Source: an optimization exercise on an open RTL-to-GDS flow (aim: a short achievable clock period and few clock cycles). Production flows keep margins and buffers that such runs may drop. Where RTL was checked, it was by simulation tests only, not by an equivalence proof against the original. Power and IR drop assume default switching activity.

==> inputs of tundra <==
Design pipelined, start of the top module:
module pipelined (
    input wire i_clk,
    input wire i_reset,
    output reg [31:0] o_pc_debug,
    output reg o_insn_vld,
    output reg o_ctrl,
    output reg o_mispred,
    output reg [31:0] o_io_ledr,
    output reg [31:0] o_io_ledg,
    output reg [6:0] o_io_hex0,
    output reg [6:0] o_io_hex1,
    output reg [6:0] o_io_hex2,
    output reg [6:0] o_io_hex3,
    output reg [6:0] o_io_hex4,
    output reg [6:0] o_io_hex5,
    output reg [6:0] o_io_hex6,
    output reg [6:0] o_io_hex7,
    output reg [31:0] o_io_lcd,
    input wire [31:0] i_io_sw,
    output wire [13:0] o_imem_addr,
    input wire [31:0] i_imem_rdata,
    output wire [13:0] o_dmem_addr,
    output wire o_dmem_we,
    output wire [3:0] o_dmem_wmask,
    output wire [31:0] o_dmem_wdata,
    input wire [31:0] i_dmem_rdata
);
Settings: LEC_CHECK=0, CAP_MARGIN=35, CORE_MARGIN=2, CORE_UTILIZATION=50, PLACE_DENSITY=0.68, SLEW_MARGIN=30, SYNTH_MEMORY_MAX_BITS=20000; clock period 10.5 ns.
standard.sh (not shown) runs the stock make flow with config.mk's settings and CLKGATE_MAP_FILE= SYNTH_SCRIPT=/design/flow/synth_recipe.tcl, a recipe that flattens the netlist after the stock synthesis.
==> flow/flow/run.sh <==
#!/bin/bash
# Layout flow: the standard ORFS flow (standard.sh) with two changes:
#  - the timing repair steps aim at a setup slack margin of MARGIN ns instead of 0,
#    so they keep working on the design's own critical paths while the design's
#    constraints are met with room to spare;
#  - the port buffers that the flow puts on every input and output are buf_4 cells.
# The make output goes to flow_standard.log; ORFS writes each step's log under orfs/logs.
set -euo pipefail
MARGIN=7.0
bash standard.sh SETUP_SLACK_MARGIN=$MARGIN "BUFFER_PORTS_ARGS=-buffer_cell sky130_fd_sc_hd__buf_4" finish > flow_standard.log 2>&1
==> xenon: changes against tundra <==
--- a/flow/config.mk
+++ b/flow/config.mk
@@ -5,9 +5,8 @@
 export SDC_FILE = /design/flow/constraint.sdc
 export NUM_CORES = 4
 export LEC_CHECK = 0
 export CAP_MARGIN = 35
 export CORE_MARGIN = 2
-export CORE_UTILIZATION = 50
-export PLACE_DENSITY = 0.68
+export CORE_UTILIZATION = 40
 export SLEW_MARGIN = 30
 export SYNTH_MEMORY_MAX_BITS = 20000
==> yarrow: changes against tundra <==
--- a/flow/design.v
+++ b/flow/design.v
@@ -71,11 +71,12 @@
     reg [3:0]  wmask_m;
     reg [31:0] wdata_m;
     reg        bwd_m, pdir_m;
     reg        ld_m, st_m, wen_m, jalr_m, br_m, jal_m, ret_m, hit_m, tkn_m, ctrl_m, vrpt_m;
     reg [31:2] alt_m;
-    reg [15:2] dm_addr;      
+    reg [15:2] dm_addr;
+    reg [15:0] io_sel_m;     
     reg        vrpt_w, ctrl_w, mis_w;
     reg [31:0] pc_w;
     reg [2:0]  f3_m;
     reg [4:0]  rd_m;
     reg [1:0]  ctr_m;
@@ -87,10 +88,11 @@
     wire        red_m, red_d, stall;
     wire        red_fast;
     wire        d_pt;                    
     wire [31:0] tgt_fast, tgt_fast4;
     wire [31:0] m_wb;                    
+    wire [31:0] m_fw;                    
     wire [31:0] e_res;                   
     wire [31:0] tgt_red_m, tgt_red_d;
     assign o_imem_addr = pc_f[15:2];
     reg  [BI+TB+1:2] pcb;
     wire [BI-1:0] fi = pcb[BI+1:2];
@@ -210,11 +212,13 @@
     wire d1_w = !d1_m && m_pw && rd_m == d_rs1;
     wire d2_m = e_pw && rd_e == d_rs2;
     wire d2_w = !d2_m && m_pw && rd_m == d_rs2;
     wire lu = valid_d && valid_e && ld_e && wen_e &&
               ((d_use1 && rd_e == d_rs1) || (d_use2 && rd_e == d_rs2));
-    assign stall = lu;
+    wire lu2 = valid_d && valid_m && ld_m && wen_m && !f3_m[2] && !f3_m[1] &&
+               ((d_use1 && rd_m == d_rs1) || (d_use2 && rd_m == d_rs2));
+    assign stall = lu | lu2;
     assign red_d = valid_d & ~ptk_d & (d_jal | (d_br & ins_d[31] & ~hit_d) | pd_ret);
     assign tgt_red_d = pd_ret ? {16'd0, ras_top, 2'b00} : d_tgt;
     wire d_alu = d_opi | d_opr;
     wire d_add = (d_alu && d_f3 == 3'd0);
     always @(posedge i_clk or posedge i_reset) begin
@@ -226,13 +230,14 @@
         pc4_e  <= d_pc4;
         tgt_e  <= d_tgt;
         pdir_e <= d_pt;
         alt_e  <= d_pt ? d_pc4 : d_tgt;
         pnpc_e <= red_d ? tgt_red_d : pnpc_d;
-        a_e    <= d1_m ? e_res : d1_w ? m_wb : d_r1;
-        b_e    <= (d2_m && !d_bimm) ? e_res : (d2_w && !d_bimm) ? m_wb : d_b;
-        s_e    <= d2_m ? e_res : d2_w ? m_wb : d_r2;
+        a_e    <= ({32{d1_m}} & e_res) | ({32{d1_w}} & m_fw) | ({32{!d1_m && !d1_w}} & d_r1);
+        b_e    <= ({32{d2_m && !d_bimm}} & e_res) | ({32{d2_w && !d_bimm}} & m_fw) |
+                  ({32{d_bimm || (!d2_m && !d2_w)}} & d_b);
+        s_e    <= ({32{d2_m}} & e_res) | ({32{d2_w}} & m_fw) | ({32{!d2_m && !d2_w}} & d_r2);
         pv_e   <= d_pv;
         sub_e  <= (d_opr && d_b30 && d_f3 == 3'd0) || d_br || (d_alu && d_f3[2:1] == 2'b01);
         uns_e  <= d_br ? d_f3[1] : d_f3[0];
         sra_e  <= d_b30;
         r_add  <= d_add;
@@ -369,10 +374,11 @@
         pc_m    <= pc_e;
         res_m   <= e_res;
         addr_m  <= e_sum;
         alt_m   <= alt_e[31:2];
         dm_addr <= br_e ? alt_e[15:2] : e_sum[15:2];
+        io_sel_m <= 16'd1 << e_sum[15:12];
         pdir_m  <= pdir_e;
         pnpc_m  <= pnpc_e;
         tgt_m   <= tgt_e;
         pc4_m   <= pc4_e;
         neqt_m  <= e_neq_t;
@@ -433,11 +439,16 @@
     end
     wire        m_lb = ld_m && f3_m[1:0] == 2'd0;
     wire        m_lh = ld_m && f3_m[1:0] == 2'd1;
     wire        m_lw = ld_m && f3_m[1] == 1'b1;
     wire        m_sx = ~f3_m[2];
-    wire [31:0] m_ior = io[addr_m[15:12]];
+    reg  [31:0] m_ior;
+    integer ii;
+    always @(*) begin
+        m_ior = 32'd0;
+        for (ii = 0; ii < 16; ii = ii + 1) m_ior = m_ior | ({32{io_sel_m[ii]}} & io[ii]);
+    end
     wire        s_mm = !m_io && !m_sw;
     wire [31:0] m_raw = ({32{s_mm}} & i_dmem_rdata) | ({32{m_sw}} & i_io_sw) | ({32{m_io}} & m_ior);
     wire sb0 = m_lw | (m_lh & !addr_m[1]) | (m_lb && addr_m[1:0] == 2'd0);
     wire sb1 = m_lb && addr_m[1:0] == 2'd1;
     wire sb2 = (m_lh & addr_m[1]) | (m_lb && addr_m[1:0] == 2'd2);
@@ -456,10 +467,13 @@
                        ({8{s_r}} & res_m[7:0]);
     assign m_wb[15:8] = ({8{sh0}} & m_raw[15:8]) | ({8{sh1}} & m_raw[31:24]) |
                         ({8{m_lb}} & {8{m_ext}}) | ({8{s_r}} & res_m[15:8]);
     assign m_wb[31:16] = ({16{m_lw}} & m_raw[31:16]) | ({16{s_x16}} & {16{m_ext}}) |
                          ({16{s_r}} & res_m[31:16]);
+    assign m_fw[7:0] = m_wb[7:0];
+    assign m_fw[15:8] = ({8{sh0}} & m_raw[15:8]) | ({8{sh1}} & m_raw[31:24]) | ({8{s_r}} & res_m[15:8]);
+    assign m_fw[31:16] = ({16{m_lw}} & m_raw[31:16]) | ({16{s_r}} & res_m[31:16]);
     always @(posedge i_clk or posedge i_reset) begin
         if (i_reset) begin
             wen_w  <= 1'b0;
             vrpt_w <= 1'b0;
             mis_w  <= 1'b0;
--- a/flow/config.mk
+++ b/flow/config.mk
@@ -5,9 +5,8 @@
 export SDC_FILE = /design/flow/constraint.sdc
 export NUM_CORES = 4
 export LEC_CHECK = 0
 export CAP_MARGIN = 35
 export CORE_MARGIN = 2
-export CORE_UTILIZATION = 50
-export PLACE_DENSITY = 0.68
+export CORE_UTILIZATION = 40
 export SLEW_MARGIN = 30
 export SYNTH_MEMORY_MAX_BITS = 20000
==> comparison table <==
Clock Power: yarrow 13300 µW; xenon 13400 µW; tundra 13200 µW
Result of the run: yarrow no timing/DRC/antenna violations; xenon no timing/DRC/antenna violations; tundra no timing/DRC/antenna violations
DR vias: yarrow 117000; xenon 120000; tundra 122000
Buffers inserted during post-CTS setup optimization: yarrow 379; xenon 520; tundra 458
Leakage power: yarrow 0.0733 µW; xenon 0.0757 µW; tundra 0.0750 µW
Layout Skew: yarrow 0.104 ns; xenon 0.107 ns; tundra 0.113 ns
Fraction of layout instances using a drive strength above 1: yarrow 30.6%; xenon 32.2%; tundra 32.2%
Router iterations before antenna repair: yarrow 9; xenon 9; tundra 12
Wirelength per Cell: yarrow 34.7 µm; xenon 34.4 µm; tundra 36.0 µm
Fraction of power spent switching nets: yarrow 35.1%; xenon 36.1%; tundra 36.4%
Synth top area share: yarrow 37.9%; xenon 37.8%; tundra 37.8%
Post-Syn Instances: yarrow 12100; xenon 12100; tundra 12100
Well-Tap Cells: yarrow 5265; xenon 5287; tundra 4305
Multi-input combinational cell count: yarrow 7477; xenon 7538; tundra 7537
Pwr per Cell Area: yarrow 228 mW/mm²; xenon 235 mW/mm²; tundra 236 mW/mm²
Worst voltage drop across the vdd grid: yarrow 0.194 mV; xenon 0.173 mV; tundra 0.240 mV
Critical Path Start: yarrow pcb[4]$_DFF_P_; xenon addr_m[13]$_DFF_P_; tundra pcb[4]$_DFF_P_
Testbench counts of tundra, summed over its fixed seeds: cycles 94,358.
Testbench counts of xenon, summed over its fixed seeds: cycles 94,358.
Testbench counts of yarrow, summed over its fixed seeds: cycles 95,054.

==> job 7317 <==
pipelined, a different RTL version from the one above (not shown whole).
Settings: LEC_CHECK=0, ABC_CLOCK_PERIOD_IN_PS=3000, CAP_MARGIN=20, CORE_MARGIN=2, CORE_UTILIZATION=40, SETUP_SLACK_MARGIN=5, SLEW_MARGIN=20, SYNTH_MEMORY_MAX_BITS=20000; clock period 10.5 ns.
run.sh (not shown) runs the stock make flow with config.mk's settings and CLKGATE_MAP_FILE= SYNTH_SCRIPT=/design/flow/synth_recipe.tcl, a recipe that flattens the netlist after the stock synthesis.
Stock flow here: none of the scripts above is used.
==> job 6249: changes against job 7317 <==
--- a/flow/design.v
+++ b/flow/design.v
@@ -27,19 +27,19 @@
 );
     localparam BI = 5;               
     localparam BN = 1 << BI;         
     localparam RI = 2;               
     localparam RN = 1 << RI;
     reg [31:0] pc_f;
     reg [BN-1:0]    btb_v;
-    reg [31:BI+2]   btb_tag [0:BN-1];
-    reg [31:2]      btb_tgt [0:BN-1];
+    reg [15:BI+2]   btb_tag [0:BN-1];
+    reg [15:2]      btb_tgt [0:BN-1];
     reg [1:0]       btb_typ [0:BN-1];    
     reg [1:0]       btb_ctr [0:BN-1];
-    reg [31:2]      ras [0:RN-1];
+    reg [15:2]      ras [0:RN-1];
     reg [RI-1:0]    ras_p;
     reg        valid_d;
     reg [31:0] ins_d;
     reg [31:0] pc_d;
     reg [31:0] pnpc_d;       
     reg        ptk_d;        
     reg        hit_d;
@@ -52,15 +52,16 @@
     reg        r_add, r_xor, r_or, r_and, r_sll, r_sr, r_slt, r_pass;
     reg        br_e, jal_e, jalr_e, ld_e, st_e, wen_e, ctrl_e, rpt_e;
     reg [2:0]  f3_e;
     reg [4:0]  rd_e;
     reg        hit_e, ret_e;
     reg [1:0]  ctr_e;
     reg        valid_m;
-    reg [31:0] pc_m, res_m, addr_m, pnpc_m, tgt_m;
+    reg [31:0] pc_m, res_m, addr_m, pnpc_m, tgt_m, pc4_m;
+    reg        neqt_m, neqn_m;
     reg        we_m;
     reg [3:0]  wmask_m;
     reg [31:0] wdata_m;
     reg        ld_m, st_m, wen_m, jalr_m, br_m, jal_m, ret_m, hit_m, tkn_m, ctrl_m, mis_m, vrpt_m;
     reg [2:0]  f3_m;
     reg [4:0]  rd_m;
     reg [1:0]  ctr_m;
@@ -69,21 +70,21 @@
     reg [31:0] res_w;
     reg [31:0] rf [1:31];
     reg [31:0] io [0:15];
     wire        red_m, red_e, red_d, stall;
     wire [31:0] tgt_red_m, tgt_red_e, tgt_red_d;
     assign o_imem_addr = pc_f[15:2];
     wire [BI-1:0] fi = pc_f[BI+1:2];
-    wire        f_hit = btb_v[fi] && (btb_tag[fi] == pc_f[31:BI+2]);
+    wire        f_hit = btb_v[fi] && (btb_tag[fi] == pc_f[15:BI+2]);
     wire [1:0]  f_typ = btb_typ[fi];
     wire [1:0]  f_ctr = btb_ctr[fi];
     wire        f_ptk = f_hit && (f_typ != 2'd0 || f_ctr[1]);
     wire [31:0] f_pc4 = pc_f + 32'd4;
-    wire [31:2] f_ptgt = (f_typ == 2'd2) ? ras[ras_p] : btb_tgt[fi];
-    wire [31:0] f_pnpc = f_ptk ? {f_ptgt, 2'b00} : f_pc4;
+    wire [15:2] f_ptgt = (f_typ == 2'd2) ? ras[ras_p] : btb_tgt[fi];
+    wire [31:0] f_pnpc = f_ptk ? {16'd0, f_ptgt, 2'b00} : f_pc4;
     wire [31:0] pc_n = red_m ? tgt_red_m :
                        red_e ? tgt_red_e :
                        stall ? pc_f :
                        red_d ? tgt_red_d : f_pnpc;
     always @(posedge i_clk or posedge i_reset) begin
         if (i_reset) pc_f <= 32'd0;
         else pc_f <= pc_n;
@@ -198,18 +199,18 @@
     wire d_go = valid_d & ~stall;
     wire d_call = (d_jal | d_jalr) && d_rd == 5'd1;
     wire d_ret = d_jalr && d_rs1 == 5'd1 && d_rd == 5'd0;
     integer k;
     always @(posedge i_clk or posedge i_reset) begin
         if (i_reset) begin
             ras_p <= {RI{1'b0}};
-            for (k = 0; k < RN; k = k + 1) ras[k] <= 30'd0;
+            for (k = 0; k < RN; k = k + 1) ras[k] <= 14'd0;
         end else if (d_go && d_call) begin
             ras_p <= ras_p + 1'b1;
-            ras[ras_p + 1'b1] <= d_pc4[31:2];
+            ras[ras_p + 1'b1] <= d_pc4[15:2];
         end else if (d_go && d_ret) begin
             ras_p <= ras_p - 1'b1;
         end
     end
     wire [31:0] ea = ({32{fa_m}} & res_m) | ({32{fa_w}} & res_w) | ({32{fa_r}} & a_e);
     wire [31:0] eb = ({32{fb_m}} & res_m) | ({32{fb_w}} & res_w) | ({32{fb_r}} & b_e);
     wire [31:0] es = ({32{fs_m}} & res_m) | ({32{fs_w}} & res_w) | ({32{fs_r}} & s_e);
@@ -228,16 +229,16 @@
                         ({32{r_sr}}  & e_sr) |
                         ({31'd0, r_slt & e_lt}) |
                         ({32{r_pass}} & pv_e);
     wire e_cond = f3_e[2] ? (e_lt ^ f3_e[0]) : (e_eq ^ f3_e[0]);
     wire e_tkn  = br_e ? e_cond : jal_e;
     wire e_neq_t = tgt_e[31:1] != pnpc_e[31:1];
     wire e_neq_n = pc4_e[31:1] != pnpc_e[31:1];
-    assign red_e = valid_e & ~jalr_e & (e_tkn ? e_neq_t : e_neq_n);
-    assign tgt_red_e = e_tkn ? tgt_e : pc4_e;
+    assign red_e = 1'b0;
+    assign tgt_red_e = 32'd0;
     reg [3:0]  e_wmask;
     reg [31:0] e_wdata;
     always @(*) begin
         case (f3_e[1:0])
             2'd0: begin e_wmask = 4'b0001 << e_sum[1:0]; e_wdata = {4{es[7:0]}}; end
             2'd1: begin e_wmask = e_sum[1] ? 4'b1100 : 4'b0011; e_wdata = {2{es[15:0]}}; end
             default: begin e_wmask = 4'b1111; e_wdata = es; end
@@ -248,24 +249,27 @@
             valid_m <= 1'b0;
             vrpt_m <= 1'b0;
             mis_m <= 1'b0;
             we_m <= 1'b0;
         end else begin
             valid_m <= valid_e & ~red_m;
             vrpt_m <= valid_e & ~red_m & rpt_e;
-            mis_m <= red_e & ctrl_e & ~red_m;
+            mis_m <= valid_e & ~red_m & ctrl_e & ~jalr_e & (e_tkn ? e_neq_t : e_neq_n);
             we_m <= valid_e & ~red_m & st_e & (e_sum[31:16] == 16'h0000);
         end
     end
     always @(posedge i_clk) begin
         pc_m    <= pc_e;
         res_m   <= e_res;
         addr_m  <= e_sum;
         pnpc_m  <= pnpc_e;
         tgt_m   <= tgt_e;
+        pc4_m   <= pc4_e;
+        neqt_m  <= e_neq_t;
+        neqn_m  <= e_neq_n;
         wmask_m <= e_wmask;
         wdata_m <= e_wdata;
         ld_m    <= ld_e;
         st_m    <= st_e;
         wen_m   <= wen_e;
         jalr_m  <= jalr_e;
         br_m    <= br_e;
@@ -278,16 +282,17 @@
         f3_m    <= f3_e;
         rd_m    <= rd_e;
     end
     assign o_dmem_addr  = addr_m[15:2];
     assign o_dmem_we    = we_m;
     assign o_dmem_wmask = wmask_m;
     assign o_dmem_wdata = wdata_m;
-    assign red_m = valid_m & jalr_m & (addr_m[31:1] != pnpc_m[31:1]);
-    assign tgt_red_m = {addr_m[31:1], 1'b0};
+    wire m_jmis = addr_m[31:1] != pnpc_m[31:1];
+    assign red_m = valid_m & (jalr_m ? m_jmis : tkn_m ? neqt_m : neqn_m);
+    assign tgt_red_m = jalr_m ? {addr_m[31:1], 1'b0} : tkn_m ? tgt_m : pc4_m;
     wire m_io = addr_m[31:16] == 16'h1000;
     wire m_sw = addr_m[31:16] == 16'h1001;
     wire io_we = valid_m & st_m & m_io;
     integer j;
     always @(posedge i_clk or posedge i_reset) begin
         if (i_reset) begin
             for (j = 0; j < 16; j = j + 1) io[j] <= 32'd0;
@@ -341,16 +346,16 @@
     end
     always @(posedge i_clk or posedge i_reset) begin
         if (i_reset) btb_v <= {BN{1'b0}};
         else if (m_upd) btb_v[mi] <= 1'b1;
     end
     always @(posedge i_clk) begin
         if (m_upd) begin
-            btb_tag[mi] <= pc_m[31:BI+2];
-            btb_tgt[mi] <= jalr_m ? addr_m[31:2] : tgt_m[31:2];
+            btb_tag[mi] <= pc_m[15:BI+2];
+            btb_tgt[mi] <= jalr_m ? addr_m[15:2] : tgt_m[15:2];
             btb_typ[mi] <= br_m ? 2'd0 : ret_m ? 2'd2 : 2'd1;
             btb_ctr[mi] <= m_ctr;
         end
     end
     always @(posedge i_clk) begin
         if (wen_w) rf[rd_w] <= res_w;
     end
==> flow/flow/run.sh (new file) <==
#!/bin/bash
# Layout flow: the standard ORFS flow, with the timing repair steps aiming at a
# setup slack margin of MARGIN ns instead of at least 0, so that they keep improving
# the design's own critical paths while the design's constraints are met with room.
set -euo pipefail
MARGIN=7.0
bash standard.sh SETUP_SLACK_MARGIN=$MARGIN finish > flow_standard.log 2>&1
==> flow/standard.sh (new file) <==
#!/bin/bash
# synth_recipe.tcl (not shown) runs the flow's synth.tcl, then flattens the netlist and writes it again
# the make line also repeats each setting of config.mk as NAME=value (left out here)
make -C /OpenROAD-flow-scripts/flow DESIGN_CONFIG=/design/flow/config.mk WORK_HOME=/design/flow/orfs CLKGATE_MAP_FILE= SYNTH_SCRIPT=/design/flow/synth_recipe.tcl "${@:-finish}"
Settings changed: SETUP_SLACK_MARGIN 5 to default.
removed: flow/run.sh
==> run notes <==
Against job 7317, the clock skew of job 6249 is higher by 0.030 ns.
In job 6249 the first-iteration DRC count is lower than in job 7317, by about 12%.
In job 6249 the non-clock buffer count is higher than in job 7317, by 666.
Worst hold slack: job 7317 is higher than job 6249 (0.0061 ns).
In job 7317 the critical path depth is lower than in job 6249, by 2.
==> figures <==
Combinational share of power: job 7317 0.253; job 6249 0.309
Core Region: job 7317 452000 um^2; job 6249 352000 um^2
Synth Register Bits: job 7317 4229; job 6249 3174
Die Span Y: job 7317 677 um; job 6249 598 um
Power in sequential cells: job 7317 21.3 mW; job 6249 15.8 mW
Instance count of the mapped netlist: job 7317 11300; job 6249 9537
Int Power: job 7317 33.1 mW; job 6249 27.0 mW
Mux share of post-synthesis cell area: job 7317 0.191; job 6249 0.196
Run status: job 7317 no timing/DRC/antenna violations; job 6249 no timing/DRC/antenna violations
Gp weighted congestion: job 7317 0.969; job 6249 0.970
Share of post-route cells with drive strength above 1: job 7317 0.248; job 6249 0.382
Final clock-cell share: job 7317 0.0671; job 6249 0.0641
Testbench counts of job 7317, summed over its fixed seeds: cycles 98,159.
No functional check of the RTL was part of job 6249.

[separate check: timing with driven ports]
The flow's constraints put no driver on any port. The routed layouts listed below were extracted and timed again, unchanged, in two steps. Step 1 (the two cells are an assumption about what drives the block):
set clk [get_ports {i_clk}]
set_driving_cell -lib_cell sky130_fd_sc_hd__clkbuf_16 $clk
set_driving_cell -lib_cell sky130_fd_sc_hd__buf_2 [delete_from_list [all_inputs] $clk]
Step 2 also shifts input and output timing later by t, the mid clock arrival at the registers, as if the neighbouring blocks saw the same clock. Three values: ideal ports, drivers, drivers and shift; two values: the first two.
run	shift t [ns]	slack for setup (ns)	clock arrival spread, ns
tundra	1.036	6.490 / 6.490 / 5.845	0.119 / 0.119
xenon	1.046	6.330 / 6.330 / 5.775	0.115 / 0.115
yarrow	1.084	6.550 / 6.550 / 5.876	0.108 / 0.107
job 7317	1.103	4.669 / 4.669 / 4.669	0.104 / 0.103
job 6249	1.063	6.214 / 6.214 / 6.066	0.129 / 0.129
After both steps every run listed still meets setup and hold. The setup slack of yarrow, which loses most, moves by 0.000 ns with the drivers and by -0.674 ns with both steps.
